Background: an optimization exercise with open tools, aiming at a short achievable clock period and few clock cycles. Do not read the settings as production practice. Only simulation tests tie the RTL to the original design; equivalence was not proved. Power figures rest on the tool's default switching activity, not on a simulated workload.

// MIPS_Top
module MIPS_Top(
    input clk,
    input reset,
    input [31:0] instr,
    output [31:0] pc,
    output dmem_we,
    output [31:0] dmem_addr,
    output [31:0] dmem_wdata,
    output [15:0] test_value
    );
    Datapath dp(
        .clk(clk),
        .reset(reset),
        .instr(instr),
        .pc(pc),
        .dmem_we(dmem_we),
        .dmem_addr(dmem_addr),
        .dmem_wdata(dmem_wdata),
        .test_value(test_value)
    );
endmodule
For scale: roughly 25000 cells after synthesis, roughly 150 I/O pins, about 280000 um2 of cells after synthesis.
clock: 21.0 ns
lec_check: 0
cap_margin: 20
core_margin: 2
core_utilization: 45
place_density: 0.55
slew_margin: 20
synth_hierarchical: 1
standard.sh (not shown) runs the stock make flow with config.mk's settings and CLKGATE_MAP_FILE= SYNTH_SCRIPT=/design/flow/synth_recipe.tcl, a recipe that flattens the netlist after the stock synthesis.
==> flow/flow/run.sh <==
#!/bin/bash
# The standard layout (the standard.sh, unchanged synthesis), with the
# timing repair steps asked to leave a setup margin, so that they keep
# working on the paths after the design's period is met.
set -euo pipefail
bash standard.sh SETUP_SLACK_MARGIN=15.5 finish > standard.log 2>&1
The baseline finished with timing, DRC and antenna clean.
Testbench counts at the start, summed over its fixed seeds: cycles 58,767.
Next try:
--- a/flow/design.v
+++ b/flow/design.v
@@ -220,43 +220,36 @@
     input  [31:0] WDA,
     input         WEB,
     input  [4:0]  AB,
     input  [31:0] WDB,
     output [31:0] RD1,
     output [31:0] RD2,
-    output [31:0] NZ,
-    output [31:0] ONE
+    output [31:0] NZ
     );
     reg [31:0] r [0:31];
-    reg [31:0] nz, one;
+    reg [31:0] nz;
     wire nza = |WDA;
     wire nzb = |WDB;
-    wire ona = (WDA == 32'd1);
-    wire onb = (WDB == 32'd1);
     genvar i;
     generate
         for (i = 0; i < 32; i = i + 1) begin : regs
             always @(posedge clk, negedge reset) begin
                 if (!reset) begin
-                    r[i]   <= 32'b0;
-                    nz[i]  <= 1'b0;
-                    one[i] <= 1'b0;
+                    r[i]  <= 32'b0;
+                    nz[i] <= 1'b0;
                 end else if (WEA && AA == i) begin
-                    r[i]   <= WDA;
-                    nz[i]  <= nza;
-                    one[i] <= ona;
+                    r[i]  <= WDA;
+                    nz[i] <= nza;
                 end else if (WEB && AB == i) begin
-                    r[i]   <= WDB;
-                    nz[i]  <= nzb;
-                    one[i] <= onb;
+                    r[i]  <= WDB;
+                    nz[i] <= nzb;
                 end
             end
         end
     endgenerate
     assign NZ = nz;
-    assign ONE = one;
     reg [31:0] rd1, rd2;
     integer k;
     always @(*) begin
         rd1 = 32'b0;
         rd2 = 32'b0;
         for (k = 0; k < 32; k = k + 1) begin
@@ -368,19 +361,19 @@
     Mul_CSA mul(.a(x_ma), .b(x_mb), .s(mul_s), .c(mul_c));
     Data_Memory dm(
         .clk(clk), .reset(reset),
         .wsel(x_wen), .WE(1'b1), .WD(x_mwd),
         .rsel(x_sel), .rseln(x_seln), .RD(ld_data)
     );
-    wire [31:0] rf_a, rf_b, nz, one;
+    wire [31:0] rf_a, rf_b, nz;
     Reg_File rf(
         .clk(clk), .reset(reset),
         .S1(d_rs_oh), .S2(d_rt_oh), .N1(d_rs_on), .N2(d_rt_on),
         .WEA(x_wa), .AA(x_rd), .WDA(x_res),
         .WEB(m_v), .AB(m_rd), .WDB(m_res),
-        .RD1(rf_a), .RD2(rf_b), .NZ(nz), .ONE(one)
+        .RD1(rf_a), .RD2(rf_b), .NZ(nz)
     );
     wire xa_hit = x_wa  & (x_rd == rs);
     wire xa_mul = x_mul & (x_rd == rs);
     wire ma_hit = m_v   & (m_rd == rs);
     wire xb_hit = x_wa  & (x_rd == rt);
     wire xb_mul = x_mul & (x_rd == rt);
@@ -414,23 +407,18 @@
         .fa(xa_hit), .fb(xb_hit), .eq(eq)
     );
     wire        taken = d_beq & go & eq;
     wire [31:2] btgt = d_pc4 + imm[29:0];
     wire [4:0] frs = instr[25:21];
     wire [4:0] frt = instr[20:16];
-    wire d_clean = ~xa_hit & ~ma_hit & ~(d_r & (xb_hit | mb_hit));
-    wire a_zero  = |(d_rs_oh & ~nz);
-    wire a_one   = |(d_rs_oh & one);
-    wire b_zero  = |(d_rt_oh & ~nz);
-    wire imm_m1  = (d_ir[15:0] == 16'hFFFF);
-    wire imm_0   = (d_ir[15:0] == 16'h0000);
-    wire d_same  = (rs == rt);
-    wire dz = d_clean & (
-              (d_addi & ((imm_m1 & a_one) | (imm_0 & a_zero))) |
-              (d_r & ~d_mul & (d_sub | d_slt) & d_same) |
-              (d_r & ~d_mul & ~d_sub & ~d_slt & a_zero & b_zero));
+    wire d_known = (d_addi | (d_r & ~d_mul)) & ~xa_hit & ~ma_hit &
+                   ~(d_r & (xb_hit | mb_hit));
+    wire z_add;
+    Sum_Eq zsum(.a(rf_a), .b(d_addi ? imm : rf_b), .cin(1'b0), .k(32'b0), .eq(z_add));
+    wire d_zero  = d_sub ? (rf_a == rf_b) : d_slt ? ~(rf_a < rf_b) : z_add;
+    wire dz      = d_known & d_zero;
     wire [31:0] d_wv  = {32{d_wr}} & (32'b1 << d_dst);
     wire [31:0] xm_wv = ({32{x_wa | x_mul}} & (32'b1 << x_rd)) | ({32{m_v}} & (32'b1 << m_rd));
     wire [31:0] z0    = ~d_wv & ~xm_wv & ~nz;
     wire f_early;
     Early_Beq eb(.beq(f_beq), .za(z0[frs]), .zb(z0[frt]), .da(d_wv[frs]), .db(d_wv[frt]),
                  .dz(dz), .taken(f_early));
After rerunning: Sequential cell count fell by 32. Routed wire length fell by 4.9%. Die area fell by 0.39%. Clock skew rose by 0.0039 ns. Synthesized cell count fell by 2.8%. Cell count fell by 2.0%. Final area is about the same. First-iteration DRC count fell by 9.5%. Core utilization is about the same. Worst setup slack loses 0.0036 ns. Clock power is about the same. Sequential share of layout area fell by 0.21 points. Non-clock buffer count rose by 43.
Testbench counts after the change, summed over its fixed seeds: cycles 58,670.

## port drivers added, routing unchanged
In the flow no input, the clock included, has a driving cell. The finished layouts below were timed again as built, in two steps. Step 1 (the two cells are an assumption about what drives the block):
set clk [get_ports {clk}]
set_driving_cell -lib_cell sky130_fd_sc_hd__clkbuf_16 $clk
set_driving_cell -lib_cell sky130_fd_sc_hd__buf_2 [delete_from_list [all_inputs] $clk]
Step 2 moves the port delays by t, midway between the first and last clock arrival at a register: inputs arrive t later, outputs are due t later. That takes back most of the time a late clock gives input paths. a / b / c = ideal / step 1 / step 2; a / b = the first two.
| run | shift t [ns] | slack for setup (ns) | worst setup path at the end | clock arrival spread, ns | worst data-port slew with drivers (ns) |
|---|---|---|---|---|---|
| the first run | 1.308 | 14.899 / 14.779 / 13.472 | input to register | 0.107 / 0.107 | 0.40 |
| the second run | 1.302 | 14.896 / 14.860 / 13.680 | input to register | 0.108 / 0.108 | 0.27 |
After both steps setup and hold are still met in every run listed. The setup slack of the first run, which loses most, moves by -0.120 ns with the drivers and by -1.427 ns with both steps.
